Background: an optimization exercise with open tools, aiming at small area. Do not read the settings as production practice. Function was checked by simulation only, so behaviour that the tests miss may differ from the original. No activity file was given, so power comes from the tool's default toggle rates.

==> inputs of run E <==
==> flow/design.v <==
module Pong
	(
		LEDR,
		CLOCK_50,
		KEY,
		HEX0,
		HEX1,
		HEX2,
		HEX3,
		HEX4,
		HEX5,
		HEX6,
		HEX7,
		PLOT_X,
		PLOT_Y,
		PLOT_COLOUR,
		PLOT_EN
	);
	input         CLOCK_50;
	input  [3:0]  KEY;
	output [15:0] LEDR;
	output [6:0]  HEX0, HEX1, HEX2, HEX3, HEX4, HEX5, HEX6, HEX7;
	output [7:0]  PLOT_X;
	output [6:0]  PLOT_Y;
	output [2:0]  PLOT_COLOUR;
	output        PLOT_EN;
	wire rst    = ~KEY[0];
	wire startN = KEY[1];
	wire upN    = KEY[2];
	wire downN  = KEY[3];
	localparam [3:0]
		S_RGP   = 4'd0,   
		S_RG0   = 4'd1,   
		S_RG    = 4'd2,   
		S_START = 4'd3,
		S_DB    = 4'd4,   
		S_DP0   = 4'd5,   
		S_DP    = 4'd6,   
		S_PWU   = 4'd7,
		S_PU    = 4'd8,
		S_PWD   = 4'd9,
		S_PD    = 4'd10,
		S_BM    = 4'd11,  
		S_RBC   = 4'd12;  
	localparam [7:0] INITIAL_X = 8'd79;
	localparam [6:0] INITIAL_Y = 7'd59;
	localparam [6:0] INITIAL_PADDLE_Y = 7'd55;
	reg [1:0] div;
	wire tick = (div == 2'd0);
	reg [3:0] st;
	reg [7:0] x;
	reg [6:0] y;
	reg       col;
	reg [7:0] bx;
	reg [6:0] by;
	reg [6:0] py;
	reg [3:0] score;
	reg       xr;     
	reg       yd;     
	reg [3:0] bc;     
	reg [2:0] sc;     
	reg [2:0] bs;     
	reg [2:0] rpc;    
	reg       l12;
	wire in_bm  = (st == S_BM);
	wire in_rbc = (st == S_RBC);
	wire bc4 = (bc == 4'd4);
	wire [7:0] bx_n = bx + {{7{bc4 & ~xr}}, bc4 | bc[0]};
	wire [6:0] by_n = by + {{6{bc4 & ~yd}}, bc4 | bc[1]};
	wire s1 = (sc == 3'd1);
	wire [14:0] xy_inc = {y, x} + 15'd1;
	wire pu = (st == S_PU);
	wire [6:0] py_pm = py + {{6{pu}}, 1'b1};
	wire rpc_draw = (rpc != 3'd4);
	wire [2:0] rpc_inc = (rpc == 3'd5) ? 3'd1 : rpc + 3'd1;
	wire [6:0] py_top = py + 7'd16;
	wire hit = (py <= by) && (by <= py_top);
	always @(posedge CLOCK_50) begin
		if (rst) begin
			div   <= 2'd0;
			st    <= S_RGP;
			x     <= 8'd0;
			y     <= 7'd0;
			col   <= 1'b0;
			bx    <= INITIAL_X;
			by    <= INITIAL_Y;
			py    <= INITIAL_PADDLE_Y;
			score <= 4'd0;
			xr    <= 1'b0;
			yd    <= 1'b0;
			bc    <= 4'd0;
			sc    <= 3'd0;
			bs    <= 3'd0;
			rpc   <= 3'd0;
			l12   <= 1'b0;
		end else begin
			div <= div + 2'd1;
			if (tick) begin
				l12 <= 1'b0;
				if (~startN) begin
					xr <= 1'b0;
					yd <= 1'b0;
				end else begin
					if (by == 7'd2)   yd <= 1'b1;
					if (by == 7'd120) yd <= 1'b0;
					if (bx == 8'd2 && hit) begin
						xr <= 1'b1;
						if (!xr) score <= score + 4'd1;
					end
					if (bx == 8'd160) xr <= 1'b0;
					if (bx == 8'd1)   score <= 4'd0;
				end
				case (st)
					S_RGP: st <= S_RG0;
					S_RG0: st <= S_RG;
					S_RG: begin
						{y, x} <= xy_inc;
						if ({y, x} == 15'h4FFF) st <= S_START;
					end
					S_START: if (~startN) st <= S_DB;
					S_DB: begin
						if (bc == 4'd12) st <= S_DP0;
						if (bc4) bc <= 4'd12;
						else begin
							x   <= bx_n;
							y   <= by_n;
							bc  <= bc + 4'd1;
							col <= 1'b1;
						end
					end
					S_DP0: begin
						x   <= 8'd0;
						y   <= py;
						col <= 1'b1;
						bc  <= 4'd0;
						st  <= S_DP;
					end
					S_DP: begin
						if (x[0] && y == 7'd70) begin
							x  <= 8'd0;
							y  <= py;
							st <= S_PWU;
						end else begin
							x <= {7'd0, ~x[0]};
							y <= y + {6'd0, x[0]};
						end
					end
					S_PWU: st <= upN ? S_PWD : S_PU;
					S_PWD: st <= downN ? S_BM : S_PD;
					S_PU, S_PD: begin
						if (rpc == 3'd5) st <= S_BM;
						if (rpc_draw) begin
							x   <= {7'd0, rpc[0] & ~rpc[2]};
							y   <= pu ? py_pm : py;
							col <= pu;
							rpc <= rpc_inc;
						end else begin
							rpc <= 3'd5;
							py  <= py_pm;
						end
					end
					S_BM: begin
						if (bc == 4'd12) st <= S_RBC;
						if (bc4) begin
							bx <= bx_n;
							by <= by_n;
							l12 <= 1'b1;
						end
						if (bc < 4'd12) begin
							if (bc < 4'd4 || s1) begin
								x   <= bx_n;
								y   <= by_n;
								col <= s1;
							end
							if (bc < 4'd4 || s1) bc <= bc + 4'd1;
							else if (bc4) bc <= 4'd8;
							if (bs == 3'd4) begin
								bs <= 3'd0;
								sc <= ((s1 && bc == 4'd11) ? 3'd0 : sc) + 3'd1;
							end else begin
								bs <= bs + 3'd1;
								if (s1 && bc == 4'd11) sc <= 3'd0;
							end
						end
					end
					S_RBC: begin
						bc <= 4'd0;
						if (bc == 4'd0) st <= S_PWU;
					end
					default: st <= S_RGP;
				endcase
			end
		end
	end
	wire rg = (st == S_RGP) || (st == S_RG0) || (st == S_RG);
	wire led0 = (st == S_DB);
	wire led1 = (st == S_DP0) || (st == S_DP);
	wire led2 = pu;
	wire led3 = (st == S_PD);
	wire led4 = in_bm;
	wire led5 = in_rbc;
	wire led6 = rg;
	assign LEDR[6:0]  = {led6, led5, led4, led3, led2, led1, led0};
	assign LEDR[8:7]  = 2'b00;
	assign LEDR[9]    = in_bm && (bc == 4'd12);
	assign LEDR[10]   = 1'b0;
	assign LEDR[11]   = in_bm && (bc >= 4'd1) && (bc <= 4'd4);
	assign LEDR[12]   = l12;
	assign LEDR[14:13] = 2'b00;
	assign LEDR[15]   = 1'b0;
	assign PLOT_X = x;
	assign PLOT_Y = y;
	assign PLOT_COLOUR = {3{col}};
	assign PLOT_EN = led0 | led1 | led2 | led3 | led4 | led6;
	assign HEX6 = 7'b111_1111;
	hex_decoder h7(score, HEX7);
	hex_decoder h1({1'b0, by[6:4]}, HEX1);
	hex_decoder h0(by[3:0], HEX0);
	hex_decoder h3(bx[7:4], HEX3);
	hex_decoder h2(bx[3:0], HEX2);
	hex_decoder h5({1'b0, py[6:4]}, HEX5);
	hex_decoder h4(py[3:0], HEX4);
endmodule
module hex_decoder(hex_digit, segments);
	input [3:0] hex_digit;
	output [6:0] segments;
	localparam [15:0] T0 = 16'b0010100000010010;
	localparam [15:0] T1 = 16'b1101100001100000;
	localparam [15:0] T2 = 16'b1101000000000100;
	localparam [15:0] T3 = 16'b1000011010010010;
	localparam [15:0] T4 = 16'b0000001010111010;
	localparam [15:0] T5 = 16'b0010000010001110;
	localparam [15:0] T6 = 16'b0001000010000011;
	assign segments = {T6[hex_digit], T5[hex_digit], T4[hex_digit], T3[hex_digit],
	                   T2[hex_digit], T1[hex_digit], T0[hex_digit]};
endmodule
==> flow/run.sh <==
#!/bin/bash
# synth_recipe.tcl (not shown) runs the flow's synth.tcl, then flattens the netlist and writes it again
# the make line also repeats each setting of config.mk as NAME=value (left out here)
make -C /OpenROAD-flow-scripts/flow DESIGN_CONFIG=/design/flow/config.mk WORK_HOME=/design/flow/orfs CLKGATE_MAP_FILE= SYNTH_SCRIPT=/design/flow/synth_recipe.tcl finish
==> flow/config.mk <==
export PLATFORM = sky130hd
export DESIGN_NAME = Pong
export DESIGN_NICKNAME = Pong
export VERILOG_FILES = /design/flow/design.v
export SDC_FILE = /design/flow/constraint.sdc
export NUM_CORES = 4
export LEC_CHECK = 0
export CAP_MARGIN = 20
export CORE_MARGIN = 2
export CORE_UTILIZATION = 40
export SLEW_MARGIN = 20
==> flow/constraint.sdc <==
create_clock -name core_clock -period 10.0 [get_ports {CLOCK_50}]
set_input_delay 2.0000 -clock core_clock [delete_from_list [all_inputs] [get_ports {CLOCK_50}]]
set_output_delay 2.0000 -clock core_clock [all_outputs]
set_load 0.01 [all_outputs]
==> inputs of run C, as changes to run E <==
- ABC_AREA: not set -> 1
- CTS_BUF_LIST: not set -> sky130_fd_sc_hd__clkbuf_4
==> summary of the runs <==
In combinational power, run C is at 12 times the value of run E.
Between run E and run C, the lower total power is in run E (gap 48%, measured against run C).
In run C the global-route usage is higher than in run E, by 0.22 points.
Between run E and run C, the lower routed wire length is in run E (gap 1.5%, measured against run C).
Run C completed with no timing, DRC or antenna violations. Run E went through all stages and came out clean.
Via count: run E is smaller than run C (about 6%).
In run E the non-clock buffer count is higher than in run C, by 1.
In run E the register-to-register slack is lower than in run C, by 0.23 ns.

[re-timing with driven ports]
How much do the figures lean on ideal ports? The routed layouts below were timed once more, with nothing changed but the port constraints.
Step 1 (the two cells are an assumption about what drives the block):
set clk [get_ports {CLOCK_50}]
set_driving_cell -lib_cell sky130_fd_sc_hd__clkbuf_16 $clk
set_driving_cell -lib_cell sky130_fd_sc_hd__buf_2 [delete_from_list [all_inputs] $clk]
Step 2 adds t to the input delays and takes it off the output delays; t is the mean of the earliest and latest rising clock arrival at the registers after step 1. Input paths then give back, and output paths get back, about the clock's delay inside the block.
Three values: ideal, step 1, step 2; two values: the first two.
run | t (ns) | setup WS [ns] | pins driven straight from the clock port
run E | 0.381 | 5.418 / 5.381 / 5.762 | 1
run C | 0.446 | 5.348 / 5.316 / 5.761 | 1
After both steps every run listed still meets setup and hold.
